From an optimization exercise on the open Yosys and OpenROAD flow, aimed at small area; shortcuts taken in it are not production practice.
The RTL was checked by simulation tests, not by an equivalence proof against the original design.
The clock port is modelled as an ideal driver, which makes a skipped or thinned clock tree look cheaper than it is; a real chip needs a root buffer or a tree.
Power figures rest on the tool's default switching activity, not on a simulated workload.

===== flow/constraint.sdc =====
create_clock -name core_clock -period 5.0 [get_ports {iClock}]
set_input_delay 1.0000 -clock core_clock [delete_from_list [all_inputs] [get_ports {iClock}]]
set_output_delay 1.0000 -clock core_clock [all_outputs]
set_load 0.01 [all_outputs]

===== flow/flow/run.sh =====
#!/bin/bash
# The standard layout (standard.sh) with two changes:
#  - synthesis is ORFS's synthesis exactly as standard.sh runs it, except that
#    ABC maps the logic between the registers with an area-oriented script
#    (flow/abc_area_iter.script); registers and their names are unchanged;
#  - the port buffers are made from the smallest buffer cell.
set -euo pipefail
here=$(pwd)
mkdir -p mysynth
# ORFS's synth.tcl with only the ABC script replaced
sed "s|log_cmd abc {\*}\$abc_args|log_cmd abc -script $here/flow/abc_area_iter.script {*}[lrange \$abc_args 2 end]|" \
  "$FLOW_HOME/scripts/synth.tcl" > mysynth/synth.tcl
grep -q "abc_area_iter.script" mysynth/synth.tcl
# The standard flow's synthesis script, sourcing that copy
sed "s|source \$::env(SCRIPTS_DIR)/synth.tcl|source $here/mysynth/synth.tcl|" synth_recipe.tcl > mysynth/synth_recipe.tcl
grep -q "mysynth/synth.tcl" mysynth/synth_recipe.tcl
sed "s|SYNTH_SCRIPT=[^ ]*|SYNTH_SCRIPT=$here/mysynth/synth_recipe.tcl|" standard.sh > mysynth/standard.sh
grep -q "mysynth/synth_recipe.tcl" mysynth/standard.sh
export CTS_ARGS="-repair_clock_nets -buf_list sky130_fd_sc_hd__clkbuf_8 -root_buf sky130_fd_sc_hd__clkbuf_8 -dont_use_dummy_load"
export BUFFER_PORTS_ARGS="-buffer_cell sky130_fd_sc_hd__buf_1"
bash mysynth/standard.sh > standard.log 2>&1

===== flow/standard.sh =====
#!/bin/bash
# synth_recipe.tcl (not shown) runs the flow's synth.tcl, then flattens the netlist and writes it again
# the make line also repeats each setting of config.mk as NAME=value (left out here)
make -C /OpenROAD-flow-scripts/flow DESIGN_CONFIG=/design/flow/config.mk WORK_HOME=/design/flow/orfs CLKGATE_MAP_FILE= SYNTH_SCRIPT=/design/flow/synth_recipe.tcl "${@:-finish}"

===== flow/flow/abc_area_iter.script =====
strash
dc2
&get -n
&st
&dch -f
&nf -R 1000
&put
strash
dc2
&get -n
&st
&dch -f
&nf -R 1000
&put
topo

===== flow/design.v =====
module conectBox(iResetn, iClock, nextStep, up, down, left, right, oX, oY, oColour, oPlot);
input iResetn, iClock, nextStep, up, down, left, right;
output oPlot;
output [7:0] oX;
output [6:0] oY;
output [5:0] oColour;
localparam RUN=2'd0, IDLE=2'd1, WAIT=2'd2;
reg [7:0] cx;
reg [6:0] cy;
reg erase, pend;
reg [1:0] r;
reg [1:0] ph;
reg [3:0] xc;
reg [3:0] yc;
function [7:0] add8; input [7:0] a; input [7:0] b; integer i; reg c;
  begin c = 1'b0; for (i = 0; i < 8; i = i + 1) begin add8[i] = a[i] ^ b[i] ^ c; c = (a[i] & b[i]) | (c & (a[i] ^ b[i])); end end
endfunction
function [6:0] add7; input [6:0] a; input [6:0] b; integer i; reg c;
  begin c = 1'b0; for (i = 0; i < 7; i = i + 1) begin add7[i] = a[i] ^ b[i] ^ c; c = (a[i] & b[i]) | (c & (a[i] ^ b[i])); end end
endfunction
function [3:0] inc4; input [3:0] a; input ci; integer i; reg c;
  begin c = ci; for (i = 0; i < 4; i = i + 1) begin inc4[i] = a[i] ^ c; c = a[i] & c; end end
endfunction
wire body = ~r[1] & ~r[0];
wire face = ~r[1] & r[0];
wire r3 = r[1] & ~r[0];
wire [3:0] xl = {face, 1'b0, ~r[1], 1'b1};
wire [3:0] yl = {~r[1], 1'b0, body, 1'b1};
wire run = (ph == RUN);
wire x15 = (xc == 4'd15);
wire rowend = run & (xc == xl);
wire last = (yc == yl);
reg [7:0] dx;
reg [6:0] dy;
reg [1:0] phn;
reg [3:0] xcn;
reg [3:0] ycn;
reg start;
always @(*) begin
  dx = 8'd0; dy = 7'd0; phn = ph; start = 1'b0;
  xcn = inc4(xc, 1'b1);
  ycn = inc4(yc, run ? rowend : x15);
  case (ph)
    RUN: begin
      if (rowend) begin
        if (last) begin phn = IDLE; xcn = 4'd15; end
        else begin dx = -{4'd0, xl}; dy = 7'd1; xcn = 4'd0; end
      end else if (!x15) dx = 8'd1;
    end
    IDLE: begin
      if (x15) begin
        if (r3 & ~erase) phn = WAIT;
        case (r)
          2'b00: begin dx = -8'd7; dy = -7'd22; end
          2'b01: begin dx = -8'd9; dy = -7'd6; end
          2'b11: begin dx = 8'd4; dy = -7'd1; end
          default: begin dx = -8'd4; dy = 7'd7; end
        endcase
      end
      if (xc == 4'd1 && r3 && erase) begin
        if (up) dy = -7'd3;
        else if (down) dy = 7'd3;
        else if (right) dx = 8'd3;
        else if (left) dx = -8'd3;
      end
      if (xc == {1'b0, r3, ~r3, r3}) begin
        phn = RUN; start = 1'b1; xcn = 4'd15; ycn = 4'd0;
      end
    end
    default: begin
      if (yc[2:0] == 3'd1 && xc == 4'd5 && (nextStep || pend)) begin
        phn = IDLE; xcn = 4'd3;
      end
    end
  endcase
end
assign oPlot = run | ((ph == IDLE) & x15);
assign oX = cx;
assign oY = cy;
assign oColour = (erase | r[1]) ? 6'b111111 : (r[0] ? 6'b111100 : 6'b101011);
always @(posedge iClock) yc <= ycn;
always @(posedge iClock) begin
  if (!iResetn) begin
    cx <= 8'd24; cy <= 7'd31;
    erase <= 1'b1; pend <= 1'b1;
    r <= 2'b10; ph <= IDLE; xc <= 4'd2;
  end else begin
    cx <= add8(cx, dx);
    cy <= add7(cy, dy);
    ph <= phn;
    xc <= xcn;
    if (start) begin
      r <= {r[0], ~r[1]};
      if (r3) begin
        erase <= ~erase;
        if (erase) pend <= ~pend;
      end
    end
  end
end
endmodule

===== flow/config.mk =====
export PLATFORM = sky130hd
export DESIGN_NAME = conectBox
export DESIGN_NICKNAME = conectBox
export VERILOG_FILES = /design/flow/design.v
export SDC_FILE = /design/flow/constraint.sdc
export NUM_CORES = 4
export LEC_CHECK = 0
export CAP_MARGIN = 20
export CORE_MARGIN = 2
export CORE_UTILIZATION = 40
export CTS_BUF_LIST = sky130_fd_sc_hd__clkbuf_4
export CTS_CLUSTER_DIAMETER = 500
export CTS_CLUSTER_SIZE = 50
export SLEW_MARGIN = 20

==> results of run 1 <==
## worst max-delay path: stages (launching register included)
cell and delay, ns:
dfxtp_1 0.38, clkinv_1 0.12, ha_1 0.20, nor2b_1 0.14, nand4b_1 0.21, nor3_1 0.12
nand2_1 0.16, o211ai_1 0.11, a221o_1 0.31, ha_1 0.19, clkinv_1 0.05, fa_1 0.15
clkinv_1 0.07, fa_1 0.37, fa_1 0.38, fa_1 0.39, fa_1 0.39, fa_1 0.38
xor2_1 0.18, nand2_1 0.07, nand2_1 0.10, nor2_1 0.05
## cells in the final DEF, fill, tap and decap left out, drive strengths merged, types with 6 or more instances in the layout
cell type and count:
nand2 20, o21ai 7, fa 11, buf 29, nand2b 10, dfxtp 29
ha 8, clkinv 6, nor2b 9, a21oi 8, nor2 18
## flip-flops by register name, indices dropped and copies added (netlist names)
register	count
ph	2
erase	1
r	2
cx	8
pend	1
yc	4
xc	4
cy	7
## metrics by stage
step | hold WS [ns] | power, mW
6_report | 0.5079 | 0.8751
2_1_floorplan | 0.4639 | 0.6158
3_5_place_dp | 0.4892 | 0.7119
4_1_cts | 0.5089 | 0.8854
3_3_place_gp | 0.4889 | 0.7143
5_1_grt | 0.5374 | 0.9672
## power by group through the flow
stage	Combinational [mW]	Sequential (mW)	Clock, mW
CTS	0.344	0.368	0.173
floorplan	0.234	0.382	0
global placement	0.343	0.372	0
finish	0.339	0.367	0.169
global route	0.401	0.380	0.186
detailed placement	0.340	0.371	0
## cell families (layout without fill, tap and decap cells)
family	after synthesis	count (layout)	synth area share, %
AND/OR/NAND/NOR	75	75	23.05
AO/OA/AOI/OAI	33	33	13.38
flip-flops	29	29	35.89
adder cells (fa/ha/maj)	19	19	19.80
buffers and inverters	10	40	3.248
XOR/XNOR	7	7	3.790
other	1	2	0.2318
multiplexers	1	1	0.6187
## how the worst max path moves through the flow
stage,startpoint,to
after floorplan,down,cx[7]
after global placement,down,cx[7]
after detailed placement,down,cx[7]
after CTS,xc[1],cx[7]
after global routing,xc[1],cx[7]
final,xc[1],cx[7]
## per-layer routing
layer	up-vias	global-route usage, %
li1	654	-
met1	600	22.01
met2	22	25.74
met3	5	4.000
met4	0	6.122
met5	-	0
## cell type report
class                      instances  area share [%]
timing repair buffer              29           6.517
inverter                           6           1.222
multi-input combinational        137           53.63
clock buffer                       5           3.734
tap                               50           3.394
sequential                        29           31.50
==> flow_metrics.py, run 1 <==
metrics = {
    "detailed_routing": {
        "drt_iter0_markers": 51,
        "routedWlPerCell_um": 12.23,
        "vias": 1281,
        "drcViolationCount": 0,
        "viasPerCell": 5.004,
        "finalWirelength_um": 3130,
        "wl_met3_um": 123,
        "wl_met1_um": 1480,
        "highest-signal-layer": "met4",
        "ant_nets": 0,
        "wl_met2_um": 1482,
        "dr.pass1.iters": 4,
    },
    "worst_hold_path": {
        "hold_depth": 2,
        "hold_start": "pend",
        "whs_endpoint": "pend",
        "hp-class": "reg2reg",
    },
    "job": {
        "cap_violations": 0,
    },
    "die": {
        "initial_core_util_pct": 41.03,
        "die_area_mm2": 0.004569,
        "die_h_um": 67.60,
        "core_mm2": 0.003943,
        "io_pins": 29,
        "rows": 23,
        "die_w_um": 67.60,
    },
    "finish": {
        "final_core_util_pct": 46.75,
        "fillCellCount": 394,
        "final_nets": 234,
        "multiInputGateArea_um2": 988.4,
        "fin_area_mm2": 0.001843,
        "instances_no_fill": 256,
        "drive_above_1_share_pct": 3.883,
        "area_growth_syn_to_layout_pct": 13.92,
        "n_antenna_cell": 0,
        "seqCellArea_um2": 580.6,
    },
    "clocking": {
        "cts_num_sinks": 29,
        "htree_levels": 2,
        "tritoncts": "built",
        "cts.path.max_buffers": 2,
        "cts_setup_buffers": 0,
        "numCtsBuffers": 5,
        "cts.repair.resized": 0,
        "worstSkewPairLatency_ns": 0.27,
        "cts_root_buf": "clkbuf_8",
        "hold_buffers": 0,
        "path_clk_slew_ns": 0.06,
    },
    "worst_setup_path": {
        "critPathMaxFanout": 5,
        "rr_worst_depth": 21,
        "crit_type": "reg2reg",
        "cp_data_required_time_ns": 5.17,
        "start_kind": "flop",
        "end_kind": "flop",
        "critPathArrivalTime_ns": 4.80,
        "r2r_end": "cx[7]",
        "r2r_slack_ns": 0.37,
        "critical_path.reg2reg.startpoint": "xc[1]",
    },
    "synthesis": {
        "yosysTopAreaCell": "dfxtp_1",
        "syn_area_mm2": 0.001618,
        "ys_types": 36,
        "ys_top_cells_by_area": "dfxtp_1 36%, fa_1 14%, ha_1 6.2%, nand2_1 4.6%, nor2_1 4.2%",
        "yosysTopAreaCellShare_pct": 35.89,
        "synth_top_flop_cell": "dfxtp_1",
        "synth_common_cells": "29 x dfxtp_1, 20 x nand2_1, 18 x nor2_1",
        "ys_ff_latch": 29,
        "yosysMostFrequentCell": "dfxtp_1",
        "yosys_warnings": 1,
        "avgSynthCellArea_um2": 9.245,
        "synth_edf_count": 0,
        "async_flop_share_pct": 0,
        "syn_inst": 175,
        "yosysSeqAreaShare_pct": 35.89,
    },
    "timing": {
        "finClkSkew_ns": 0.009708,
        "min_period_ns": 4.632,
        "tightestPinTransition_ns": 1.049,
        "fmaxAchievable_mhz": 215.9,
        "period_share_pct": 92.63,
        "fin_ws_ns": 0.3685,
        "finalSetupViolCount": 0,
        "tns_ns": 0,
        "rsz0062_at_grt": "no",
        "maxSlewHeadroom_pct": 30.05,
        "hold_violations": 0,
        "slew_violations": 0,
    },
    "place": {
        "port_buffers": 26,
        "dp_hpwl_um": 2348,
        "dpl_cell_area_mm2": 0.001774,
        "place.gp.congestion": 0.8227,
        "dp_slack_ns": 0.2536,
        "dp_cells": 251,
    },
    "global_routing": {
        "grt-ovfl-total": 0,
        "grt_pass1_wl_um": 5554,
        "grt_start_max_net_pins": 26,
        "track_usage_pct": 16.49,
        "grt_pass1_vias": 1205,
        "antenna_found_initial": 0,
    },
    "run_status": {
        "status": "finished clean",
    },
    "pwr": {
        "combPwrFrac_pct": 38.8,
        "vdd.ir_drop.worst_uv": 223.9,
        "powerDensity_mw_per_mm2": 474.8,
        "p_leak_nw": 0.7854,
        "switching_share_pct": 37.73,
        "p_seq_share_pct": 41.9,
        "p_int_mw": 0.5450,
        "p_switching_mw": 0.3302,
        "clkPwrFrac_pct": 19.3,
    },
}
==> run 2: changes to the inputs <==
--- a/flow/flow/run.sh
+++ b/flow/flow/run.sh
@@ -17,5 +17,4 @@
 sed "s|SYNTH_SCRIPT=[^ ]*|SYNTH_SCRIPT=$here/mysynth/synth_recipe.tcl|" standard.sh > mysynth/standard.sh
 grep -q "mysynth/synth_recipe.tcl" mysynth/standard.sh
-export CTS_ARGS="-repair_clock_nets -buf_list sky130_fd_sc_hd__clkbuf_8 -root_buf sky130_fd_sc_hd__clkbuf_8 -dont_use_dummy_load"
 export BUFFER_PORTS_ARGS="-buffer_cell sky130_fd_sc_hd__buf_1"
 bash mysynth/standard.sh > standard.log 2>&1
==> flow_metrics.py, run 2 <==
metrics = {
    "global_routing": {
        "antenna_found_initial": 0,
        "grt_pass1_wl_um": 5589,
        "grt-ovfl-total": 0,
        "grt_pass1_vias": 1211,
        "track_usage_pct": 16.80,
        "grt_start_max_net_pins": 26,
    },
    "pwr": {
        "p_leak_nw": 0.7891,
        "powerDensity_mw_per_mm2": 463.8,
        "power_mw": 0.8519,
        "vdd.ir_drop.worst_uv": 186.5,
    },
    "clocking": {
        "cts_num_sinks": 29,
        "numCtsBuffers": 5,
        "hold_buffers": 0,
        "worstSkewPairLatency_ns": 0.33,
        "path_clk_slew_ns": 0.09,
        "htree_levels": 2,
        "cts.path.max_buffers": 2,
        "tritoncts": "built",
        "cts_root_buf": "clkbuf_4",
    },
    "worst_hold_path": {
        "hold_start": "pend",
        "hp-class": "reg2reg",
    },
    "detailed_routing": {
        "drcViolationCount": 0,
        "drt_iter0_markers": 68,
        "finalWirelength_um": 3138,
        "ant_nets": 0,
        "viasPerCell": 4.931,
        "dr.pass1.iters": 4,
        "vias": 1282,
        "routedWlPerCell_um": 12.07,
    },
    "worst_setup_path": {
        "start_kind": "flop",
        "crit_start": "xc[1]",
        "critical_path.reg2reg.startpoint": "xc[1]",
        "crit_type": "reg2reg",
        "cp_data_required_time_ns": 5.23,
        "critPathMaxFanout": 5,
        "critPathArrivalTime_ns": 4.84,
        "end_kind": "flop",
    },
    "finish": {
        "regMostFlops": "cx",
        "layout_common_cells": "29 x dfxtp_1, 26 x buf_1, 20 x nand2_1, 18 x nor2_1, 11 x fa_1",
        "reg.largest.list": "cx (8), cy (7)",
        "drive_above_1_share_pct": 5.714,
        "area_growth_syn_to_layout_pct": 13.53,
        "final_nets": 235,
        "final_common_cell": "dfxtp_1",
        "fillCellCount": 399,
        "final_core_util_pct": 46.59,
        "largest_reg_flops": 8,
        "n_antenna_cell": 0,
    },
    "synthesis": {
        "synth_common_cells": "29 x dfxtp_1, 20 x nand2_1, 18 x nor2_1",
        "synth_edf_count": 0,
        "yosysSeqAreaShare_pct": 35.89,
        "ys_types": 36,
        "synth_top_flop_cell": "dfxtp_1",
        "syn_area_mm2": 0.001618,
        "yosysMostFrequentCell": "dfxtp_1",
        "yosysTopAreaCellShare_pct": 35.89,
        "ys_ff_latch": 29,
        "ys_top_cells_by_area": "dfxtp_1 36%, fa_1 14%, ha_1 6.2%, nand2_1 4.6%, nor2_1 4.2%",
        "yosysTopAreaCell": "dfxtp_1",
        "syn_inst": 175,
        "avgSynthCellArea_um2": 9.245,
        "async_flop_share_pct": 0,
        "yosys_warnings": 1,
    },
    "place": {
        "dp_hpwl_um": 2348,
        "place.gp.congestion": 0.8227,
        "port_buffers": 26,
    },
    "die": {
        "die_area_mm2": 0.004569,
        "core_mm2": 0.003943,
        "rows": 23,
        "initial_core_util_pct": 41.03,
        "io_pins": 29,
        "die_h_um": 67.60,
        "die_w_um": 67.60,
    },
    "timing": {
        "fmaxAchievable_mhz": 216.8,
        "hold_violations": 0,
        "finClkSkew_ns": 0.009951,
        "tightestPinTransition_ns": 1.029,
        "min_period_ns": 4.612,
        "worst_hold_slack_ns": 0.5173,
        "tns_ns": 0,
        "finalSetupViolCount": 0,
        "rsz0062_at_grt": "no",
        "period_share_pct": 92.24,
        "slew_violations": 0,
        "maxSlewHeadroom_pct": 31.42,
    },
    "job": {
        "cap_violations": 0,
    },
    "run_status": {
        "status": "finished clean",
    },
}
[run 2: layout make-up]
type | count | area [um^2] | area share, %
Multi-Input combinational cell | 137 | 988.4 | 53.81
Sequential cell | 29 | 580.6 | 31.61
Timing Repair Buffer | 30 | 127.6 | 6.948
Tap cell | 50 | 62.56 | 3.406
Clock buffer | 6 | 45.04 | 2.452
Inverter | 6 | 22.52 | 1.226
Clock inverter | 2 | 10.01 | 0.5450
[run 2: worst paths after layout]
path	end	slack [ns]	cells past startpoint
worst max-delay path	cx[7]	0.39	21
worst min-delay path	pend	0.52	2
worst max register to register	cx[7]	0.39	21
worst min register to register	pend	0.52	2
[run 2: logic make-up (layout without fill, tap and decap cells)]
group | Yosys count | after routing | share of synthesized area, %
xor gates and xnor gates | 7 | 7 | 3.790
DFF | 29 | 29 | 35.89
buffers and inverters | 10 | 44 | 3.248
and+or+nand+nor | 75 | 75 | 23.05
adders and majority gates | 19 | 19 | 19.80
other | 1 | 2 | 0.2318
muxes | 1 | 1 | 0.6187
AOI/OAI and AO/OA | 33 | 33 | 13.38
[run 2: power by group]
| part | internal [mW] | leakage, nW | switching (mW) |
|---|---|---|---|
| clock | 0.0589 | 0.0354 | 0.0851 |
| combinational | 0.154 | 0.516 | 0.188 |
| sequential | 0.303 | 0.237 | 0.0634 |
[run 2: critical path, cell delays in order (launching register included)]
cell,delay (ns)
dfxtp_1,0.40
clkinv_1,0.12
ha_1,0.20
nor2b_1,0.14
nand4b_1,0.18
nor3_1,0.10
nand2_1,0.15
o211ai_1,0.11
a221o_1,0.32
ha_1,0.19
clkinv_1,0.05
fa_1,0.15
clkinv_1,0.07
fa_1,0.38
fa_1,0.38
fa_1,0.39
fa_1,0.39
fa_1,0.38
xor2_1,0.18
nand2_1,0.07
nand2_1,0.10
nor2_1,0.05
[run 2: what timing repair did]
action,4_1_cts,5_1_grt
setup endpoints to repair,0,1
gates resized for setup,0,0
buffers inserted,0,1
[run 2: per-layer routing]
| layer | share of wire, % | GRT usage (%) |
|---|---|---|
| met4 | 1.7 | 6.122 |
| met5 | 0 | 0 |
| met1 | 48 | 21.91 |
| met3 | 3.6 | 5.500 |
| met2 | 47 | 25.86 |
[run 2: per-stage QoR]
stage | std cells | setup slack (ns) | instance area [um^2]
after global routing | 260 | 0.05487 | 1837
after detailed placement | 251 | 0.2536 | 1774
after floorplan | 176 | 0.6402 | 1622
after CTS | 259 | 0.3149 | 1829
after global placement | 251 | 0.3716 | 1774
final | 260 | 0.3878 | 1837
==> run 3: changes to the inputs <==
--- a/flow/flow/run.sh
+++ b/flow/flow/run.sh
@@ -17,4 +17,5 @@
 sed "s|SYNTH_SCRIPT=[^ ]*|SYNTH_SCRIPT=$here/mysynth/synth_recipe.tcl|" standard.sh > mysynth/standard.sh
 grep -q "mysynth/synth_recipe.tcl" mysynth/standard.sh
+export CTS_ARGS="-sink_clustering_enable -repair_clock_nets -buf_list sky130_fd_sc_hd__clkbuf_8 -root_buf sky130_fd_sc_hd__clkbuf_8 -sink_clustering_size 100 -sink_clustering_max_diameter 1000 -sink_clustering_levels 1 -dont_use_dummy_load"
 export BUFFER_PORTS_ARGS="-buffer_cell sky130_fd_sc_hd__buf_1"
 bash mysynth/standard.sh > standard.log 2>&1
==> flow_metrics.py, run 3 <==
metrics = {
    "finish": {
        "fin_area_mm2": 0.001843,
        "regMostFlops": "cx",
        "drive_above_1_share_pct": 3.883,
        "area_growth_syn_to_layout_pct": 13.92,
        "instances_no_fill": 256,
        "final_common_cell": "dfxtp_1",
        "largest_reg_flops": 8,
        "n_antenna_cell": 0,
        "layout_common_cells": "29 x dfxtp_1, 26 x buf_1, 20 x nand2_1, 18 x nor2_1, 11 x fa_1",
        "reg.largest.list": "cx (8), cy (7)",
        "final_nets": 234,
    },
    "timing": {
        "min_period_ns": 4.632,
        "tightestPinTransition_ns": 1.049,
        "finClkSkew_ns": 0.009708,
        "period_share_pct": 92.63,
        "rsz0062_at_grt": "no",
        "hold_violations": 0,
        "finalSetupViolCount": 0,
        "tns_ns": 0,
        "fin_ws_ns": 0.3685,
        "fmaxAchievable_mhz": 215.9,
        "slew_violations": 0,
        "worst_hold_slack_ns": 0.5079,
        "maxSlewHeadroom_pct": 30.05,
    },
    "pwr": {
        "switching_share_pct": 37.73,
        "p_int_mw": 0.5450,
        "p_switching_mw": 0.3302,
        "clkPwrFrac_pct": 19.3,
        "vdd.ir_drop.worst_uv": 223.9,
        "p_leak_nw": 0.7854,
        "p_seq_share_pct": 41.9,
        "powerDensity_mw_per_mm2": 474.8,
        "combPwrFrac_pct": 38.8,
    },
    "global_routing": {
        "grt_pass1_wl_um": 5554,
        "grt_pass1_vias": 1205,
        "antenna_found_initial": 0,
        "grt-ovfl-total": 0,
        "grt_start_max_net_pins": 26,
        "track_usage_pct": 16.49,
    },
    "detailed_routing": {
        "viasPerCell": 5.004,
        "vias": 1281,
        "drt_iter0_markers": 51,
        "finalWirelength_um": 3130,
        "ant_nets": 0,
        "routedWlPerCell_um": 12.23,
        "drcViolationCount": 0,
        "dr.pass1.iters": 4,
    },
    "die": {
        "die_h_um": 67.60,
        "io_pins": 29,
        "core_mm2": 0.003943,
        "die_area_mm2": 0.004569,
        "die_w_um": 67.60,
        "initial_core_util_pct": 41.03,
        "rows": 23,
    },
    "clocking": {
        "path_clk_slew_ns": 0.06,
        "tritoncts": "built",
        "htree_levels": 2,
        "numCtsBuffers": 5,
        "cts_num_sinks": 29,
        "cts_root_buf": "clkbuf_8",
        "cts.repair.resized": 0,
        "cts.path.max_buffers": 2,
        "hold_buffers": 0,
        "worstSkewPairLatency_ns": 0.27,
        "cts_setup_buffers": 0,
    },
    "worst_setup_path": {
        "critPathMaxFanout": 5,
        "crit_chain": "clkinv_1 -> ha_1 -> nor2b_1 -> nand4b_1 -> nor3_1 -> nand2_1 -> o211ai_1 -> a221o_1 -> ha_1 -> clkinv_1 -> fa_1 -> clkinv_1 -> fa_1 -> fa_1 -> fa_1 -> fa_1 -> fa_1 -> xor2_1 -> nand2_1 -> nand2_1 -> nor2_1",
        "max_stage_delay_ns": 0.39,
        "cp_common_cell": "fa_1",
        "cp_data_required_time_ns": 5.17,
        "end_kind": "flop",
        "critPathArrivalTime_ns": 4.80,
        "crit_type": "reg2reg",
        "slowest_stage": "fa_1",
        "start_kind": "flop",
    },
    "run_status": {
        "status": "finished clean",
    },
    "synthesis": {
        "ys_top_cells_by_area": "dfxtp_1 36%, fa_1 14%, ha_1 6.2%, nand2_1 4.6%, nor2_1 4.2%",
        "ys_types": 36,
        "synth_top_flop_cell": "dfxtp_1",
        "synth_edf_count": 0,
        "synth_top_family_by_area": "simple AND/OR/NAND/NOR gates",
        "yosysTopAreaCell": "dfxtp_1",
        "async_flop_share_pct": 0,
        "synthAdderAreaFrac_pct": 19.80,
        "synthSimpleGateAreaFrac_pct": 23.05,
        "yosysSeqAreaShare_pct": 35.89,
        "synthMuxAreaShare_pct": 0.6187,
        "yosysMostFrequentCell": "dfxtp_1",
        "yosysTopAreaCellShare_pct": 35.89,
        "synth_common_cells": "29 x dfxtp_1, 20 x nand2_1, 18 x nor2_1",
        "ys_ff_latch": 29,
        "yosys_warnings": 1,
        "synth_xor_area_share_pct": 3.790,
        "avgSynthCellArea_um2": 9.245,
        "synth_compound_area_share_pct": 13.38,
        "syn_area_mm2": 0.001618,
        "syn_inst": 175,
    },
    "place": {
        "port_buffers": 26,
        "dp_hpwl_um": 2348,
        "dp_cells": 251,
        "dpl_cell_area_mm2": 0.001774,
        "place.gp.congestion": 0.8227,
        "dp_slack_ns": 0.2536,
    },
    "job": {
        "cap_violations": 0,
    },
    "worst_hold_path": {
        "hp-class": "reg2reg",
    },
}
## run 3: cell counts after synthesis
No cell type changed its count.
## run 3: worst paths after layout
path | startpoint | end | slack (ns) | cells past startpoint
worst min register to register | pend | pend | 0.51 | 2
worst min-delay path | pend | pend | 0.51 | 2
worst max-delay path | xc[1] | cx[7] | 0.37 | 21
worst max register to register | xc[1] | cx[7] | 0.37 | 21
## run 3: power by group through the flow
stage	combinational [mW]	clock [mW]	sequential, mW
2_1_floorplan	0.234	0	0.382
3_3_place_gp	0.343	0	0.372
3_5_place_dp	0.340	0	0.371
4_1_cts	0.344	0.173	0.368
5_1_grt	0.401	0.186	0.380
6_report	0.339	0.169	0.367
## run 3: layout make-up
| type | instances | area, um^2 |
|---|---|---|
| clock buffer | 5 | 68.82 |
| fill | 394 | 2100 |
| inverter | 6 | 22.52 |
| multi-input combinational | 137 | 988.4 |
| sequential | 29 | 580.6 |
| tap | 50 | 62.56 |
| timing repair buffer | 29 | 120.1 |
## run 3: per-stage QoR
step / utilization, % / total power, mW
floorplan: - / 0.6158
global placement: 45.00 / 0.7143
detailed placement: 45.00 / 0.7119
CTS: 46.75 / 0.8854
global route: 46.75 / 0.9672
finish: 46.75 / 0.8751
## run 3: critical path: cells and delay by family, from the launching register on
kind	cells	cell delay, ns
flops	1	0.38
compound gates	2	0.42
fa+ha+maj	8	2.45
xor+xnor	1	0.18
buf+inv	3	0.24
simple gates	7	0.85
## run 3: kinds of logic after synthesis
group	count (synthesis)
flip-flops	29
multiplexers	1
buffers and inverters	10
AO/OA/AOI/OAI	33
AND/OR/NAND/NOR	75
other	1
adder cells (fa/ha/maj)	19
XOR/XNOR	7
## run 3: routing by layer
| layer | part of all wire (%) | vias to the layer above | track usage, % | routed length, um |
|---|---|---|---|---|
| li1 | - | 654 | - | - |
| met1 | 47 | 600 | 22.01 | 1480 |
| met2 | 47 | 22 | 25.74 | 1482 |
| met3 | 3.9 | 5 | 4.000 | 123 |
| met4 | 1.4 | 0 | 6.122 | 44 |
| met5 | 0 | - | 0 | 0 |
==> run 4: changes to the inputs <==
==> flow/flow/run.sh (replaced) <==
#!/bin/bash
# The standard layout (standard.sh) with these changes:
#  - synthesis is ORFS's synthesis exactly as standard.sh runs it, except that
#    ABC maps the logic between the registers with an area-oriented script
#    (flow/abc_area.script); the registers and their names are unchanged;
#  - the port buffers are made from the smallest buffer cell;
#  - clock tree synthesis adds no dummy loads;
#  - timing-driven global placement does not keep its trial buffers.
set -euo pipefail
here=$(pwd)
mkdir -p mysynth
# ORFS's synth.tcl with only the ABC script replaced
sed "s|log_cmd abc {\*}\$abc_args|log_cmd abc -script $here/flow/abc_area.script {*}[lrange \$abc_args 2 end]|" \
  "$FLOW_HOME/scripts/synth.tcl" | sed "s/^  extract_fa {\*}\[dont_use_extract_fa_args\]/  # extract_fa skipped/" > mysynth/synth.tcl
grep -q "extract_fa skipped" mysynth/synth.tcl
grep -q "flow/abc_area.script" mysynth/synth.tcl
# The standard flow's synthesis script, sourcing that copy
sed "s|source \$::env(SCRIPTS_DIR)/synth.tcl|source $here/mysynth/synth.tcl|" synth_recipe.tcl > mysynth/synth_recipe.tcl
grep -q "mysynth/synth.tcl" mysynth/synth_recipe.tcl
sed "s|SYNTH_SCRIPT=[^ ]*|SYNTH_SCRIPT=$here/mysynth/synth_recipe.tcl|" standard.sh > mysynth/standard.sh
grep -q "mysynth/synth_recipe.tcl" mysynth/standard.sh
export BUFFER_PORTS_ARGS="-buffer_cell sky130_fd_sc_hd__buf_1"
export CTS_ARGS="-sink_clustering_enable -repair_clock_nets -buf_list sky130_fd_sc_hd__clkbuf_4 -sink_clustering_size 50 -sink_clustering_max_diameter 500 -dont_use_dummy_load"
export GPL_KEEP_OVERFLOW=0
bash mysynth/standard.sh > standard.log 2>&1
==> flow/flow/abc_area.script (new file) <==
strash
&get -n
&deepsyn -T 60
&put
strash
&get -n
&st
&dch -f
&nf -R 1000
&put
topo
removed: flow/flow/abc_area_iter.script
==> flow_metrics.py, run 4 <==
metrics = {
    "die": {
        "io_pins": 29,
        "die_h_um": 65.68,
        "core_mm2": 0.003661,
        "rows": 22,
        "initial_core_util_pct": 41.56,
        "die_area_mm2": 0.004313,
        "die_w_um": 65.68,
    },
    "synthesis": {
        "syn_inst": 201,
        "synth_compound_area_share_pct": 24.59,
        "ys_top_cells_by_area": "dfxtp_1 38%, o21ai_0 7.2%, nor2_1 6.9%, a21oi_1 5.6%, nand2_1 5.2%",
        "synth_xor_area_share_pct": 4.030,
        "yosysTopAreaCell": "dfxtp_1",
        "synth_edf_count": 0,
        "yosysTopAreaCellShare_pct": 38.16,
        "synthMuxAreaShare_pct": 1.316,
        "synth_top_family_by_area": "simple AND/OR/NAND/NOR gates",
        "avgSynthCellArea_um2": 7.569,
        "ys_types": 39,
        "ys_ff_latch": 29,
        "synth_top_flop_cell": "dfxtp_1",
        "yosysMostFrequentCell": "dfxtp_1",
        "yosysSeqAreaShare_pct": 38.16,
        "synth_common_cells": "29 x dfxtp_1, 28 x nor2_1, 22 x o21ai_0",
        "async_flop_share_pct": 0,
        "synthSimpleGateAreaFrac_pct": 27.06,
        "yosys_warnings": 1,
        "syn_area_mm2": 0.001521,
        "synthAdderAreaFrac_pct": 0.6579,
    },
    "place": {
        "dp_cells": 272,
        "dp_slack_ns": 1.049,
        "port_buffers": 26,
        "place.gp.congestion": 0.8374,
        "dp_hpwl_um": 2568,
        "dpl_cell_area_mm2": 0.001653,
    },
    "global_routing": {
        "antenna_found_initial": 0,
        "grt_start_max_net_pins": 18,
        "grt-ovfl-total": 0,
        "grt_pass1_wl_um": 5892,
        "grt_pass1_vias": 1338,
        "track_usage_pct": 17.73,
    },
    "worst_setup_path": {
        "r2r_slack_ns": 1.03,
        "critPathMaxFanout": 8,
        "rr_worst_depth": 18,
        "r2r_end": "cx[7]",
        "cp_data_required_time_ns": 5.26,
        "start_kind": "flop",
        "end_kind": "flop",
        "crit_type": "reg2reg",
        "critPathArrivalTime_ns": 4.23,
        "critical_path.reg2reg.startpoint": "r[0]",
    },
    "finish": {
        "instances_no_fill": 277,
        "fillCellCount": 412,
        "area_growth_syn_to_layout_pct": 11.10,
        "regMostFlops": "cx",
        "final_nets": 238,
        "layout_common_cells": "29 x dfxtp_1, 28 x nor2_1, 26 x buf_1, 22 x o21ai_0, 21 x nand2_1",
        "n_antenna_cell": 0,
        "final_common_cell": "dfxtp_1",
        "drive_above_1_share_pct": 2.183,
        "final_core_util_pct": 46.17,
        "largest_reg_flops": 8,
        "fin_area_mm2": 0.001690,
        "reg.largest.list": "cx (8), cy (7)",
    },
    "pwr": {
        "clkPwrFrac_pct": 19.8,
        "power_mw": 0.6090,
        "switching_share_pct": 35.99,
        "vdd.ir_drop.worst_uv": 223.3,
        "p_switching_mw": 0.2192,
        "p_seq_share_pct": 50.6,
        "p_int_mw": 0.3898,
        "p_leak_nw": 0.6441,
        "powerDensity_mw_per_mm2": 360.3,
        "combPwrFrac_pct": 29.6,
    },
    "timing": {
        "slew_violations": 0,
        "tightestPinTransition_ns": 0.7020,
        "finalSetupViolCount": 0,
        "rsz0062_at_grt": "no",
        "finClkSkew_ns": 0.01717,
        "tns_ns": 0,
        "min_period_ns": 3.968,
        "period_share_pct": 79.37,
        "fmaxAchievable_mhz": 252.0,
        "maxSlewHeadroom_pct": 53.20,
        "fin_ws_ns": 1.032,
        "worst_hold_slack_ns": 0.4573,
        "hold_violations": 0,
    },
    "clocking": {
        "cts.repair.resized": 0,
        "cts_root_buf": "clkbuf_4",
        "hold_buffers": 0,
        "cts_num_sinks": 29,
        "path_clk_slew_ns": 0.09,
        "cts.path.max_buffers": 2,
        "htree_levels": 2,
        "cts_setup_buffers": 0,
        "worstSkewPairLatency_ns": 0.33,
        "numCtsBuffers": 5,
        "tritoncts": "built",
    },
    "detailed_routing": {
        "routedWlPerCell_um": 12.39,
        "finalWirelength_um": 3431,
        "drt_iter0_markers": 58,
        "vias": 1461,
        "ant_nets": 0,
        "drcViolationCount": 0,
        "dr.pass1.iters": 4,
        "viasPerCell": 5.274,
    },
    "worst_hold_path": {
        "hp-class": "reg2reg",
        "whs_endpoint": "cx[7]",
        "hold_start": "cx[7]",
        "hold_depth": 1,
    },
    "run_status": {
        "status": "finished clean",
    },
    "job": {
        "cap_violations": 0,
    },
}
## run 4: cell count changes in the layout (fill, tap and decap cells not counted), sizes merged, moves of 5 or more
| cell | delta |
|---|---|
| nor2 | +10 |
| ha | -8 |
| nor2b | -5 |
| o21ai | +15 |
| fa | -11 |
| a21oi | +9 |
| nor3 | +8 |
| nand2b | -7 |
## run 4: worst max-delay path by stage
stage	startpoint	endpoint
2_1_floorplan	r[0]	cx[7]
3_3_place_gp	r[0]	cx[7]
3_5_place_dp	r[0]	cx[7]
4_1_cts	r[0]	cx[7]
5_1_grt	r[0]	cx[7]
6_report	r[0]	cx[7]
## run 4: kinds of logic after synthesis
logic type	count (synthesis)
AND/OR/NAND/NOR	87
AO/OA/AOI/OAI	62
flip-flops	29
buffers and inverters	12
XOR/XNOR	7
multiplexers	2
adder cells (fa/ha/maj)	1
other	1
## run 4: power by group through the flow
stage | Clock (mW) | Combinational (mW) | Sequential, mW
3_5_place_dp | 0 | 0.180 | 0.314
6_report | 0.121 | 0.180 | 0.308
4_1_cts | 0.125 | 0.181 | 0.308
2_1_floorplan | 0 | 0.129 | 0.315
5_1_grt | 0.136 | 0.205 | 0.315
3_3_place_gp | 0 | 0.179 | 0.314
## run 4: worst max-delay path, stage by stage, from the launching register on
cell	delay, ns
dfxtp_1	0.48
nor2b_1	0.39
a32oi_1	0.21
nor4_1	0.44
a21o_1	0.19
nand2_1	0.11
nand3_1	0.18
nor2_1	0.07
a21o_1	0.19
nor2_1	0.19
xnor2_1	0.16
or2_0	0.15
o21ai_0	0.16
nor2_1	0.14
o21bai_1	0.10
or3_1	0.34
mux2i_1	0.17
o21ai_0	0.10
a21oi_1	0.14
## run 4: layout make-up
class                           count  area (um^2)  area share (%)
Inverter                            8        30.03           1.776
Sequential cell                    29        580.6           34.34
Tap cell                           48        60.06           3.553
Timing Repair Buffer               26        97.59           5.774
Multi-Input combinational cell    161        884.6           52.33
Clock buffer                        5        37.54           2.221
## run 4: per-layer routing
metal / part of all wire [%] / track usage (%) / vias to the layer above
li1: - / - / 769
met1: 50 / 23.45 / 658
met2: 44 / 27.15 / 28
met3: 4.8 / 5.308 / 6
met4: 1.6 / 6.510 / 0
met5: 0 / 0 / -
==> run 5: changes to the inputs <==
==> flow/flow/abc_area.script (replaced) <==
strash
&get -n
&deepsyn -T 60
&put
strash
dch -f
amap
topo
==> flow_metrics.py, run 5 <==
metrics = {
    "timing": {
        "finClkSkew_ns": 0.007599,
        "min_period_ns": 4.060,
        "tightestPinTransition_ns": 0.6778,
        "fmaxAchievable_mhz": 246.3,
        "finalSetupViolCount": 0,
        "hold_violations": 0,
        "slew_violations": 0,
        "tns_ns": 0,
        "maxSlewHeadroom_pct": 54.33,
        "fin_ws_ns": 0.9400,
        "period_share_pct": 81.20,
        "rsz0062_at_grt": "no",
    },
    "die": {
        "io_pins": 29,
        "die_h_um": 65.42,
        "die_area_mm2": 0.004280,
        "initial_core_util_pct": 41.53,
        "die_w_um": 65.42,
        "rows": 22,
        "core_mm2": 0.003633,
    },
    "worst_setup_path": {
        "max_stage_delay_ns": 0.39,
        "start_kind": "flop",
        "slowest_stage": "o32a_1",
        "cp_common_cell": "o21ai_0",
        "path_delay_family": "compound AO/OA/AOI/OAI gates",
        "r2r_slack_ns": 0.94,
        "crit_chain": "clkinv_1 -> nor2_1 -> clkinv_1 -> o32a_1 -> nor3_1 -> a21oi_1 -> o21ai_0 -> or3_1 -> o21ai_0 -> o21bai_1 -> o21ai_0 -> nor2_1 -> a21oi_1 -> and2_0 -> o21bai_1 -> nor3_1 -> a22o_1 -> o21ai_0 -> a21oi_1",
        "r2r_end": "cx[7]",
        "crit_buf_inv": 2,
        "cp_data_required_time_ns": 5.25,
        "critPathArrivalTime_ns": 4.31,
        "crit_start": "r[0]",
        "cp.depth": 19,
        "critical_path.reg2reg.startpoint": "r[0]",
        "crit_type": "reg2reg",
        "critPathMaxFanout": 4,
        "rr_worst_depth": 19,
        "end_kind": "flop",
    },
    "detailed_routing": {
        "ant_nets": 0,
        "routedWlPerCell_um": 11.46,
        "vias": 1488,
        "drt_iter0_markers": 49,
        "dr.pass1.iters": 4,
        "viasPerCell": 4.993,
        "finalWirelength_um": 3415,
        "drcViolationCount": 0,
    },
    "job": {
        "cap_violations": 0,
    },
    "clocking": {
        "htree_levels": 2,
        "cts_root_buf": "clkbuf_4",
        "path_clk_slew_ns": 0.09,
        "tritoncts": "built",
        "cts_setup_buffers": 0,
        "worstSkewPairLatency_ns": 0.32,
        "cts_num_sinks": 29,
        "cts.repair.resized": 0,
        "hold_buffers": 0,
        "numCtsBuffers": 5,
        "cts.path.max_buffers": 2,
    },
    "pwr": {
        "vdd.ir_drop.worst_uv": 194.4,
        "clkPwrFrac_pct": 19.8,
        "combPwrFrac_pct": 30.0,
        "p_seq_share_pct": 50.2,
        "p_leak_nw": 0.6020,
        "p_switching_mw": 0.2155,
        "powerDensity_mw_per_mm2": 358.9,
        "p_int_mw": 0.3867,
        "switching_share_pct": 35.78,
    },
    "synthesis": {
        "avgSynthCellArea_um2": 6.797,
        "syn_inst": 222,
        "yosysTopAreaCell": "dfxtp_1",
        "ys_top_cells_by_area": "dfxtp_1 38%, nor2_1 11%, o21ai_0 10%, clkinv_1 7.5%, nand2_1 6.2%",
        "synth_common_cells": "44 x nor2_1, 30 x clkinv_1, 30 x o21ai_0",
        "yosysTopAreaCellShare_pct": 38.47,
        "yosys_warnings": 1,
        "synth_top_flop_cell": "dfxtp_1",
        "syn_area_mm2": 0.001509,
        "ys_ff_latch": 29,
        "synth_edf_count": 0,
        "async_flop_share_pct": 0,
        "yosysMostFrequentCell": "nor2_1",
        "ys_types": 29,
        "yosysSeqAreaShare_pct": 38.47,
    },
    "place": {
        "port_buffers": 26,
        "dp_slack_ns": 1.067,
        "place.gp.congestion": 0.9334,
        "dpl_cell_area_mm2": 0.001640,
        "dp_hpwl_um": 2697,
    },
    "worst_hold_path": {
        "hold_depth": 1,
        "hp-class": "reg2reg",
        "hold_start": "cy[6]",
        "whs_endpoint": "cy[6]",
    },
    "finish": {
        "final_nets": 259,
        "drive_above_1_share_pct": 2.000,
        "fillCellCount": 398,
        "multiInputGateArea_um2": 789.5,
        "final_core_util_pct": 46.18,
        "area_growth_syn_to_layout_pct": 11.19,
        "fin_area_mm2": 0.001678,
        "n_antenna_cell": 0,
        "regMostFlops": "cx",
        "final_common_cell": "nor2_1",
        "reg.largest.list": "cx (8), cy (7)",
        "layout_common_cells": "44 x nor2_1, 30 x clkinv_1, 30 x o21ai_0, 29 x dfxtp_1, 26 x buf_1",
        "largest_reg_flops": 8,
        "seqCellArea_um2": 580.6,
    },
    "global_routing": {
        "antenna_found_initial": 0,
        "grt_pass1_vias": 1423,
        "grt_pass1_wl_um": 6161,
        "track_usage_pct": 18.66,
        "grt_start_max_net_pins": 15,
        "grt-ovfl-total": 0,
    },
    "run_status": {
        "status": "finished clean",
    },
}
run 5: changes by cell type after synthesis, moves of 3 or more:
| cell | change |
|---|---|
| clkinv_1 | +22 |
| nor2_1 | +16 |
| o21ai_0 | +8 |
| xnor2_1 | -6 |
| a211oi_1 | +5 |
| a21o_1 | -5 |
| nand2_1 | +4 |
| nor3_1 | -3 |
run 5: layer usage:
| metal | vias up | track usage, % | wire [um] |
|---|---|---|---|
| met3 | 6 | 4.452 | 178 |
| met5 | - | 0 | 0 |
| met1 | 641 | 25.11 | 1768 |
| met2 | 34 | 28.57 | 1422 |
| li1 | 807 | - | - |
| met4 | 0 | 7.813 | 45 |
run 5: cell families (layout without fill, tap and decap cells):
logic type	Yosys count	in the layout	synth area share, %
buffers and inverters	34	61	9.453
flip-flops	29	29	38.47
other	1	2	0.2485
AO/OA/AOI/OAI	68	68	26.62
AND/OR/NAND/NOR	90	90	25.21
run 5: cell type report:
class / instances / share of cell area, %
inverters: 30 / 6.711
well taps: 48 / 3.579
repair buffers: 26 / 5.817
flip-flops and latches: 29 / 34.60
clock buffers: 5 / 2.237
multi-input cells: 160 / 47.05
run 5: worst max-delay path by stage:
stage | to | slack, ns
after floorplan | cx[7] | 1.60
after global placement | cx[7] | 1.19
after detailed placement | cx[7] | 1.07
after CTS | cx[7] | 1.0
after global routing | cx[7] | 0.45
final | cx[7] | 0.94
run 5: power groups by stage:
stage / logic, mW / clock network (mW) / registers, mW
detailed placement: 0.181 / 0 / 0.308
floorplan: 0.129 / 0 / 0.312
finish: 0.181 / 0.119 / 0.303
global placement: 0.181 / 0 / 0.308
global route: 0.213 / 0.134 / 0.310
CTS: 0.182 / 0.123 / 0.303
run 5: worst register-to-register path: stages (launching register included):
cell	delay, ns
dfxtp_1	0.36
clkinv_1	0.10
nor2_1	0.30
clkinv_1	0.16
o32a_1	0.39
nor3_1	0.30
a21oi_1	0.17
o21ai_0	0.26
or3_1	0.17
o21ai_0	0.10
o21bai_1	0.21
o21ai_0	0.25
nor2_1	0.10
a21oi_1	0.20
and2_0	0.18
o21bai_1	0.09
nor3_1	0.25
a22o_1	0.20
o21ai_0	0.08
a21oi_1	0.13
run 5: per-stage QoR:
step | hold WS [ns] | instances | power, mW
4_1_cts | 0.4596 | 298 | 0.6080
6_report | 0.4556 | 298 | 0.6022
2_1_floorplan | 0.4332 | 223 | 0.4417
3_5_place_dp | 0.4485 | 293 | 0.4893
5_1_grt | 0.4807 | 298 | 0.6574
3_3_place_gp | 0.4339 | 293 | 0.4885
==> run 6: changes to the inputs <==
--- a/flow/flow/run.sh
+++ b/flow/flow/run.sh
@@ -12,6 +12,5 @@
 # ORFS's synth.tcl with only the ABC script replaced
 sed "s|log_cmd abc {\*}\$abc_args|log_cmd abc -script $here/flow/abc_area.script {*}[lrange \$abc_args 2 end]|" \
-  "$FLOW_HOME/scripts/synth.tcl" | sed "s/^  extract_fa {\*}\[dont_use_extract_fa_args\]/  # extract_fa skipped/" > mysynth/synth.tcl
-grep -q "extract_fa skipped" mysynth/synth.tcl
+  "$FLOW_HOME/scripts/synth.tcl" > mysynth/synth.tcl
 grep -q "flow/abc_area.script" mysynth/synth.tcl
 # The standard flow's synthesis script, sourcing that copy
==> flow/flow/abc_area.script (replaced) <==
strash
&get -n
&deepsyn -T 60
&put
strash
&get -n
&st
&dch -f
&nf -R 1000
&put
topo
==> flow_metrics.py, run 6 <==
metrics = {
    "global_routing": {
        "grt_pass1_vias": 1139,
        "grt-ovfl-total": 0,
        "antenna_found_initial": 0,
        "track_usage_pct": 16.44,
        "grt_start_max_net_pins": 22,
        "grt_pass1_wl_um": 5285,
    },
    "place": {
        "dpl_cell_area_mm2": 0.001662,
        "dp_cells": 230,
        "port_buffers": 26,
        "place.gp.congestion": 0.8193,
        "dp_hpwl_um": 2300,
    },
    "worst_setup_path": {
        "critical_path.reg2reg.startpoint": "r[1]",
        "max_stage_delay_ns": 0.53,
        "r2r_slack_ns": 0.58,
        "r2r_end": "cx[7]",
        "critPathArrivalTime_ns": 4.64,
        "cp_common_cell": "fa_1",
        "crit_chain": "clkinv_1 -> nand2_1 -> a21oi_1 -> nand2b_1 -> nor4_1 -> a41oi_1 -> nand3_1 -> ha_1 -> clkinv_1 -> fa_1 -> clkinv_1 -> fa_1 -> fa_1 -> fa_1 -> fa_1 -> fa_1 -> o21ai_0 -> a21oi_1",
        "crit_buf_inv": 3,
        "rr_worst_depth": 18,
        "start_kind": "flop",
        "path_delay_family": "adder cells",
        "slowest_stage": "dfxtp_1",
        "crit_type": "reg2reg",
        "cp_data_required_time_ns": 5.22,
        "critPathMaxFanout": 9,
        "end_kind": "flop",
    },
    "worst_hold_path": {
        "hold_depth": 2,
        "whs_endpoint": "pend",
        "hp-class": "reg2reg",
        "hold_start": "pend",
    },
    "timing": {
        "min_period_ns": 4.423,
        "hold_violations": 0,
        "slew_violations": 0,
        "finalSetupViolCount": 0,
        "tightestPinTransition_ns": 0.9496,
        "rsz0062_at_grt": "no",
        "period_share_pct": 88.47,
        "tns_ns": 0,
        "finClkSkew_ns": 0.01638,
        "maxSlewHeadroom_pct": 36.11,
        "fmaxAchievable_mhz": 226.1,
    },
    "synthesis": {
        "yosysSeqAreaShare_pct": 37.94,
        "syn_area_mm2": 0.001530,
        "ys_ff_latch": 29,
        "yosys_warnings": 1,
        "synth_top_flop_cell": "dfxtp_1",
        "ys_types": 32,
        "avgSynthCellArea_um2": 9.624,
        "yosysTopAreaCellShare_pct": 37.94,
        "synth_common_cells": "29 x dfxtp_1, 11 x fa_1, 11 x nand2_1, 11 x nor2_1, 10 x nand2b_1",
        "synth_edf_count": 0,
        "ys_top_cells_by_area": "dfxtp_1 38%, fa_1 14%, ha_1 6.5%, nand2b_1 4.1%, nor2b_1 3.3%",
        "yosysTopAreaCell": "dfxtp_1",
        "async_flop_share_pct": 0,
        "syn_inst": 159,
        "yosysMostFrequentCell": "dfxtp_1",
    },
    "die": {
        "rows": 22,
        "die_h_um": 65.85,
        "core_mm2": 0.003661,
        "io_pins": 29,
        "die_area_mm2": 0.004336,
        "die_w_um": 65.85,
        "initial_core_util_pct": 41.80,
    },
    "finish": {
        "instances_no_fill": 235,
        "final_nets": 215,
        "reg.largest.list": "cx (8), cy (7)",
        "seqCellArea_um2": 580.6,
        "regMostFlops": "cx",
        "drive_above_1_share_pct": 2.674,
        "area_growth_syn_to_layout_pct": 11.04,
        "largest_reg_flops": 8,
        "layout_common_cells": "29 x dfxtp_1, 26 x buf_1, 11 x nand2_1, 11 x nor2_1, 11 x fa_1",
        "multiInputGateArea_um2": 897.1,
        "n_antenna_cell": 0,
        "fin_area_mm2": 0.001699,
        "fillCellCount": 373,
        "final_common_cell": "dfxtp_1",
    },
    "clocking": {
        "cts_setup_buffers": 0,
        "worstSkewPairLatency_ns": 0.32,
        "cts_root_buf": "clkbuf_4",
        "cts_num_sinks": 29,
        "cts.path.max_buffers": 2,
        "htree_levels": 2,
        "path_clk_slew_ns": 0.09,
        "cts.repair.resized": 0,
        "numCtsBuffers": 5,
        "tritoncts": "built",
        "hold_buffers": 0,
    },
    "job": {
        "cap_violations": 0,
    },
    "pwr": {
        "powerDensity_mw_per_mm2": 463.6,
        "p_leak_nw": 0.6837,
        "vdd.ir_drop.worst_uv": 187.5,
    },
    "detailed_routing": {
        "finalWirelength_um": 2952,
        "drt_iter0_markers": 69,
        "ant_nets": 0,
        "drcViolationCount": 0,
        "vias": 1171,
        "dr.pass1.iters": 4,
        "viasPerCell": 4.983,
        "routedWlPerCell_um": 12.56,
    },
    "run_status": {
        "status": "finished clean",
    },
}
run 6: changes by cell type after synthesis, moves of 6 or more:
cell and change:
a21oi_1 -6, clkinv_1 -23, fa_1 +11, ha_1 +8, nand2_1 -14, nand2b_1 +9, nor2_1 -33, o21ai_0 -21
run 6: final cells by class:
type                       instances  area share, %
clock buffer                       5          2.209
inverter                           7          1.546
multi-input combinational        120          52.80
sequential                        29          34.17
tap                               48          3.535
timing repair buffer              26          5.744
run 6: through the flow:
stage	total power, mW	utilization (%)	hold WS (ns)	setup slack (ns)
after global placement	0.6555	45.39	0.4920	0.6829
after CTS	0.8005	46.41	0.5174	0.6018
after global routing	0.8782	46.41	0.5643	0.2072
after detailed placement	0.6757	45.39	0.4893	0.5630
after floorplan	0.5796	-	0.4639	0.9616
final	0.7876	46.41	0.5138	0.5767
run 6: worst max path at each step:
stage               start  endpoint  depth (start not counted)  slack (ns)
floorplan            down     cx[7]                         14        0.96
global placement       up     cy[6]                         13        0.68
detailed placement     up     cy[6]                         13        0.56
CTS                  r[1]     cx[7]                         18        0.60
global route         r[1]     cx[7]                         18        0.21
finish               r[1]     cx[7]                         18        0.58
run 6: power breakdown:
group / internal [mW] / switching (mW) / total [mW]
combinational: 0.135 / 0.166 / 0.301
sequential: 0.296 / 0.0727 / 0.369
clock: 0.0468 / 0.0713 / 0.118
run 6: worst reg2reg max path, stage by stage (launching register included):
cell      delay (ns)
dfxtp_1         0.53
clkinv_1        0.23
nand2_1         0.16
a21oi_1         0.09
nand2b_1        0.13
nor4_1          0.13
a41oi_1         0.27
nand3_1         0.12
ha_1            0.19
clkinv_1        0.05
fa_1            0.15
clkinv_1        0.08
fa_1            0.38
fa_1            0.39
fa_1            0.40
fa_1            0.42
fa_1            0.39
o21ai_0         0.17
a21oi_1         0.06
run 6: cell families after synthesis:
group                      count (synthesis)  share of synthesized area, %
other                                      1                        0.2451
and+or+nand+nor                           64                         22.16
xor gates and xnor gates                   7                         4.007
buffers and inverters                     11                         3.680
AOI/OAI and AO/OA                         28                         11.04
adders and majority gates                 19                         20.93
DFF                                       29                         37.94
run 6: metal layers:
| layer | wire length (um) | track usage, % | up-vias | part of all wire, % |
|---|---|---|---|---|
| met5 | 0 | 0 | - | 0 |
| met4 | 60 | 7.031 | 0 | 2.0 |
| li1 | - | - | 595 | - |
| met1 | 1362 | 20.63 | 539 | 46 |
| met3 | 166 | 5.281 | 7 | 5.6 |
| met2 | 1363 | 25.88 | 30 | 46 |
==> run 7: changes to the inputs <==
--- a/flow/flow/run.sh
+++ b/flow/flow/run.sh
@@ -2,8 +2,8 @@
 # The standard layout (standard.sh) with these changes:
 #  - synthesis is ORFS's synthesis exactly as standard.sh runs it, except that
-#    ABC maps the logic between the registers with an area-oriented script
-#    (flow/abc_area.script); the registers and their names are unchanged;
+#    adders are left to ABC (no extract_fa) and ABC maps the logic between the
+#    registers with an area-oriented script (flow/abc_area.script); the
+#    registers and their names are unchanged;
 #  - the port buffers are made from the smallest buffer cell;
-#  - clock tree synthesis adds no dummy loads;
 #  - timing-driven global placement does not keep its trial buffers.
 set -euo pipefail
@@ -12,5 +12,6 @@
 # ORFS's synth.tcl with only the ABC script replaced
 sed "s|log_cmd abc {\*}\$abc_args|log_cmd abc -script $here/flow/abc_area.script {*}[lrange \$abc_args 2 end]|" \
-  "$FLOW_HOME/scripts/synth.tcl" > mysynth/synth.tcl
+  "$FLOW_HOME/scripts/synth.tcl" | sed "s/^  extract_fa {\*}\[dont_use_extract_fa_args\]/  # extract_fa skipped/" > mysynth/synth.tcl
+grep -q "extract_fa skipped" mysynth/synth.tcl
 grep -q "flow/abc_area.script" mysynth/synth.tcl
 # The standard flow's synthesis script, sourcing that copy
@@ -22,3 +23,4 @@
 export CTS_ARGS="-sink_clustering_enable -repair_clock_nets -buf_list sky130_fd_sc_hd__clkbuf_4 -sink_clustering_size 50 -sink_clustering_max_diameter 500 -dont_use_dummy_load"
 export GPL_KEEP_OVERFLOW=0
+export POST_CTS_TCL=$here/flow/noroot.tcl
 bash mysynth/standard.sh > standard.log 2>&1
==> flow/flow/abc_area.script (replaced) <==
strash
&get -n
&deepsyn -T 60
&put
strash
dch -f
amap -F 4 -A 8
topo
==> flow/flow/noroot.tcl (new file) <==
set block [ord::get_db_block]
set clkport_net [$block findNet iClock]
set roots {}
foreach it [$clkport_net getITerms] {
  lappend roots [$it getInst]
}
if { [llength $roots] != 1 } {
  puts "noroot: clock port drives [llength $roots] pins, tree left as it is"
} else {
  set root [lindex $roots 0]
  set rootnet [[$root findITerm X] getNet]
  set leaves {}
  set ok 1
  foreach it [$rootnet getITerms] {
    set inst [$it getInst]
    if { $inst == $root } { continue }
    if { [[$it getMTerm] getName] != "A" || ![string match "sky130_fd_sc_hd__clkbuf_*" [[$inst getMaster] getName]] } { set ok 0 }
    lappend leaves $it
  }
  if { !$ok || [llength $leaves] > 4 || [llength $leaves] < 1 } {
    puts "noroot: root drives [llength $leaves] loads that are not all clock buffers, tree left as it is"
  } else {
    foreach it $leaves {
      $it disconnect
      $it connect $clkport_net
    }
    [$root findITerm A] disconnect
    [$root findITerm X] disconnect
    odb::dbInst_destroy $root
    odb::dbNet_destroy $rootnet
    puts "noroot: removed clock root buffer, clock port now drives [llength $leaves] leaf buffers"
    estimate_parasitics -placement
  }
}
==> flow_metrics.py, run 7 <==
metrics = {
    "finish": {
        "drive_above_1_share_pct": 1.619,
        "reg.largest.list": "cx (8), cy (7)",
        "largest_reg_flops": 8,
        "regMostFlops": "cx",
        "layout_common_cells": "47 x nor2_1, 31 x clkinv_1, 29 x dfxtp_1, 26 x buf_1, 22 x o21ai_0",
        "final_common_cell": "nor2_1",
        "area_growth_syn_to_layout_pct": 10.67,
        "final_nets": 256,
        "n_antenna_cell": 0,
    },
    "timing": {
        "finalSetupViolCount": 0,
        "maxSlewHeadroom_pct": 53.19,
        "min_period_ns": 3.893,
        "fmaxAchievable_mhz": 256.9,
        "slew_violations": 0,
        "rsz0062_at_grt": "no",
        "tns_ns": 0,
        "worst_hold_slack_ns": 0.4652,
        "tightestPinTransition_ns": 0.6948,
        "period_share_pct": 77.85,
        "hold_violations": 0,
        "finClkSkew_ns": 0.007868,
    },
    "global_routing": {
        "use_met3_pct": 3.425,
        "grt_util_met2_pct": 27.04,
        "track_usage_pct": 17.34,
        "grt_start_max_net_pins": 15,
        "grt_pass1_wl_um": 5747,
        "antenna_found_initial": 0,
        "grt.busiest_layer": "met2",
        "grt-ovfl-total": 0,
        "grt_pass1_vias": 1338,
        "grtUsageMet1_pct": 23.75,
    },
    "synthesis": {
        "synth_edf_count": 0,
        "synth_common_cells": "47 x nor2_1, 31 x clkinv_1, 29 x dfxtp_1",
        "ys_top_cells_by_area": "dfxtp_1 38%, nor2_1 12%, clkinv_1 7.7%, o21ai_0 7.3%, a21oi_1 5.3%",
        "syn_area_mm2": 0.001513,
        "yosysSeqAreaShare_pct": 38.38,
        "yosys_warnings": 1,
        "synth_top_flop_cell": "dfxtp_1",
        "avgSynthCellArea_um2": 6.876,
        "async_flop_share_pct": 0,
        "yosysTopAreaCellShare_pct": 38.38,
        "yosysTopAreaCell": "dfxtp_1",
        "ys_ff_latch": 29,
        "ys_types": 29,
        "yosysMostFrequentCell": "nor2_1",
        "syn_inst": 220,
    },
    "worst_setup_path": {
        "rr_worst_depth": 23,
        "cp_data_required_time_ns": 5.06,
        "critPathArrivalTime_ns": 3.95,
        "crit_type": "reg2reg",
        "end_kind": "flop",
        "start_kind": "flop",
        "critPathMaxFanout": 3,
    },
    "die": {
        "die_w_um": 65.50,
        "core_mm2": 0.003661,
        "initial_core_util_pct": 41.32,
        "die_area_mm2": 0.004290,
        "io_pins": 29,
        "die_h_um": 65.50,
        "rows": 22,
    },
    "detailed_routing": {
        "routedWlPerCell_um": 11.04,
        "drt_iter0_markers": 65,
        "drcViolationCount": 0,
        "dr.pass1.iters": 4,
        "vias": 1472,
        "finalWirelength_um": 3258,
        "ant_nets": 0,
        "viasPerCell": 4.990,
    },
    "clocking": {
        "worstSkewPairLatency_ns": 0.15,
        "path_clk_slew_ns": 0.08,
        "cts_num_sinks": 29,
    },
    "pwr": {
        "powerDensity_mw_per_mm2": 343.4,
        "p_leak_nw": 0.5803,
        "vdd.ir_drop.worst_uv": 147.1,
    },
    "job": {
        "cap_violations": 0,
    },
    "place": {
        "port_buffers": 26,
        "place.gp.congestion": 0.8818,
        "dp_hpwl_um": 2557,
    },
    "worst_hold_path": {
        "hp-class": "reg2reg",
        "hold_depth": 1,
    },
    "run_status": {
        "status": "finished clean",
    },
}
## run 7: logic make-up (layout without fill, tap and decap cells)
logic type | after synthesis | count (layout) | share of synthesized area [%]
AO/OA/AOI/OAI | 66 | 66 | 26.39
buffers and inverters | 35 | 61 | 9.677
other | 1 | 2 | 0.2479
flip-flops | 29 | 29 | 38.38
AND/OR/NAND/NOR | 89 | 89 | 25.31
## run 7: final cells by class
cell class,instances,area (um^2)
Fill cell,377,1987
Multi-Input combinational cell,157,789.5
Sequential cell,29,580.6
Inverter,31,116.4
Timing Repair Buffer,26,97.59
Tap cell,48,60.06
Clock buffer,4,30.03
## run 7: worst max-delay path, cell delays in order (launching register included)
cell,delay [ns]
dfxtp_1,0.38
clkinv_1,0.11
nor2_1,0.25
clkinv_1,0.17
nor3_1,0.21
a31oi_1,0.08
nor3_1,0.28
a21oi_1,0.16
o21ai_0,0.26
nor2_1,0.10
o21ai_0,0.09
o21ai_0,0.16
and2_0,0.22
nor2_1,0.15
nor2_1,0.08
a21oi_1,0.21
nand2_1,0.11
clkinv_1,0.06
o21bai_1,0.09
nor2_1,0.14
nand2_1,0.10
o22ai_1,0.19
nor2_1,0.06
a211oi_1,0.15
## run 7: metrics by stage
stage          instance area [um^2]  power [mW]  worst slack (ns)  util [%]  std cells
2_1_floorplan                  1516      0.4375             1.750         -        221
3_3_place_gp                   1644      0.4826             1.200     44.91        291
3_5_place_dp                   1644      0.4838             1.147     44.91        291
5_1_grt                        1674      0.6257            0.4909     45.73        295
6_report                       1674      0.5749             1.107     45.73        295
## run 7: metal layers
metal	wire length [um]	vias up
li1	-	805
met1	1666	623
met2	1352	39
met3	198	5
met4	40	0
met5	0	-
## run 7: worst paths after layout
check | start | end | slack (ns)
setup reg to reg | r[0] | cx[7] | 1.11
hold reg to reg | cx[7] | cx[7] | 0.47
hold / removal | cx[7] | cx[7] | 0.47
setup / recovery | r[0] | cx[7] | 1.11
## run 7: report_power, final
part | internal [mW] | leakage [nW] | total [mW] | switching (mW)
registers | 0.269 | 0.237 | 0.298 | 0.0285
logic | 0.0680 | 0.325 | 0.181 | 0.113
clock network | 0.0382 | 0.0184 | 0.0959 | 0.0577
==> run 8: changes to the inputs <==
==> flow/flow/abc_area.script (replaced) <==
strash
&get -n
&deepsyn -T 60
&put
strash
dch -f
amap
topo
==> flow_metrics.py, run 8 <==
metrics = {
    "detailed_routing": {
        "viasPerCell": 5.013,
        "drt_iter0_markers": 51,
        "vias": 1489,
        "dr.pass1.iters": 4,
        "ant_nets": 0,
        "routedWlPerCell_um": 11.40,
        "drcViolationCount": 0,
    },
    "worst_setup_path": {
        "path_delay_family": "compound AO/OA/AOI/OAI gates",
        "slowest_stage": "o32a_1",
        "critPathMaxFanout": 4,
        "start_kind": "flop",
        "max_stage_delay_ns": 0.39,
        "cp_data_required_time_ns": 5.08,
        "rr_worst_depth": 19,
        "end_kind": "flop",
        "critPathArrivalTime_ns": 4.13,
        "crit_type": "reg2reg",
        "crit_chain": "clkinv_1 -> nor2_1 -> clkinv_1 -> o32a_1 -> nor3_1 -> a21oi_1 -> o21ai_0 -> or3_1 -> o21ai_0 -> o21bai_1 -> o21ai_0 -> nor2_1 -> a21oi_1 -> and2_0 -> o21bai_1 -> nor3_1 -> a22o_1 -> o21ai_0 -> a21oi_1",
    },
    "finish": {
        "seqCellArea_um2": 580.6,
        "largest_reg_flops": 8,
        "final_nets": 258,
        "final_common_cell": "nor2_1",
        "area_growth_syn_to_layout_pct": 10.70,
        "fin_area_mm2": 0.001670,
        "layout_common_cells": "44 x nor2_1, 30 x clkinv_1, 30 x o21ai_0, 29 x dfxtp_1, 26 x buf_1",
        "fillCellCount": 400,
    },
    "pwr": {
        "switching_share_pct": 34.75,
        "clkPwrFrac_pct": 16.6,
        "vdd.ir_drop.worst_uv": 194.6,
        "powerDensity_mw_per_mm2": 346.9,
        "p_leak_nw": 0.5974,
        "combPwrFrac_pct": 31.2,
        "p_seq_share_pct": 52.2,
        "p_int_mw": 0.3781,
    },
    "synthesis": {
        "avgSynthCellArea_um2": 6.797,
        "synth_edf_count": 0,
        "yosysSeqAreaShare_pct": 38.47,
        "ys_ff_latch": 29,
        "syn_area_mm2": 0.001509,
        "yosysTopAreaCell": "dfxtp_1",
        "synth_top_flop_cell": "dfxtp_1",
        "yosys_warnings": 1,
        "synth_common_cells": "44 x nor2_1, 30 x clkinv_1, 30 x o21ai_0",
        "syn_inst": 222,
        "ys_types": 29,
        "yosysTopAreaCellShare_pct": 38.47,
        "yosysMostFrequentCell": "nor2_1",
    },
    "timing": {
        "hold_violations": 0,
        "maxSlewHeadroom_pct": 54.37,
        "tns_ns": 0,
        "finalSetupViolCount": 0,
        "slew_violations": 0,
        "fmaxAchievable_mhz": 247.1,
        "rsz0062_at_grt": "no",
    },
    "place": {
        "dp_hpwl_um": 2697,
        "place.gp.congestion": 0.9334,
        "dpl_cell_area_mm2": 0.001640,
    },
    "global_routing": {
        "grt_pass1_wl_um": 6120,
        "track_usage_pct": 18.33,
        "grt_pass1_vias": 1406,
        "grt-ovfl-total": 0,
        "antenna_found_initial": 0,
    },
    "clocking": {
        "worstSkewPairLatency_ns": 0.15,
        "path_clk_slew_ns": 0.08,
    },
    "die": {
        "rows": 22,
        "io_pins": 29,
        "die_area_mm2": 0.004280,
        "core_mm2": 0.003633,
    },
    "run_status": {
        "status": "finished clean",
    },
    "worst_hold_path": {
        "hold_depth": 1,
    },
    "job": {
        "cap_violations": 0,
    },
}
==> run 8: worst paths after layout <==
| kind | end | from |
|---|---|---|
| worst max register to register | cx[7] | r[0] |
| worst min-delay path | cy[6] | cy[6] |
| worst min register to register | cy[6] | cy[6] |
| worst max-delay path | cx[7] | r[0] |
==> run 8: cell families after synthesis <==
| kind of cell | share of synthesized area (%) |
|---|---|
| other cells | 0.2485 |
| simple gates | 25.21 |
| compound gates | 26.62 |
| buf+inv | 9.453 |
| flops | 38.47 |
==> run 8: per-stage QoR <==
stage	setup slack, ns	instances	total power, mW
floorplan	1.599	223	0.4417
global placement	1.188	293	0.4885
detailed placement	1.067	293	0.4893
global route	0.4453	297	0.6321
finish	0.9530	297	0.5795
==> run 8: cell type report <==
| type | count | share of cell area [%] |
|---|---|---|
| clock buffers | 4 | 1.798 |
| inverters | 30 | 6.742 |
| multi-input cells | 160 | 47.27 |
| flip-flops and latches | 29 | 34.76 |
| well taps | 48 | 3.596 |
| repair buffers | 26 | 5.843 |
==> run 8: power by group through the flow <==
stage	registers [mW]	logic [mW]	clock network [mW]
after floorplan	0.312	0.129	0
final	0.303	0.181	0.0960
after detailed placement	0.308	0.181	0
after global routing	0.310	0.213	0.109
after global placement	0.308	0.181	0
==> run 8: layer usage <==
layer	global-route usage [%]	routed length, um	part of all wire, %	up-vias
li1	-	-	-	810
met1	25.11	1793	53	646
met2	28.57	1401	41	28
met3	4.966	154	4.5	5
met4	4.688	38	1.1	0
met5	0	0	0	-

Check on run 8: ideal ports give 0.953 ns setup slack; a clkbuf_16 on the clock port and buf_2 on the inputs give 0.953 ns; moving port delays by the midpoint clock arrival (0.188 ns) as well gives 0.953 ns.
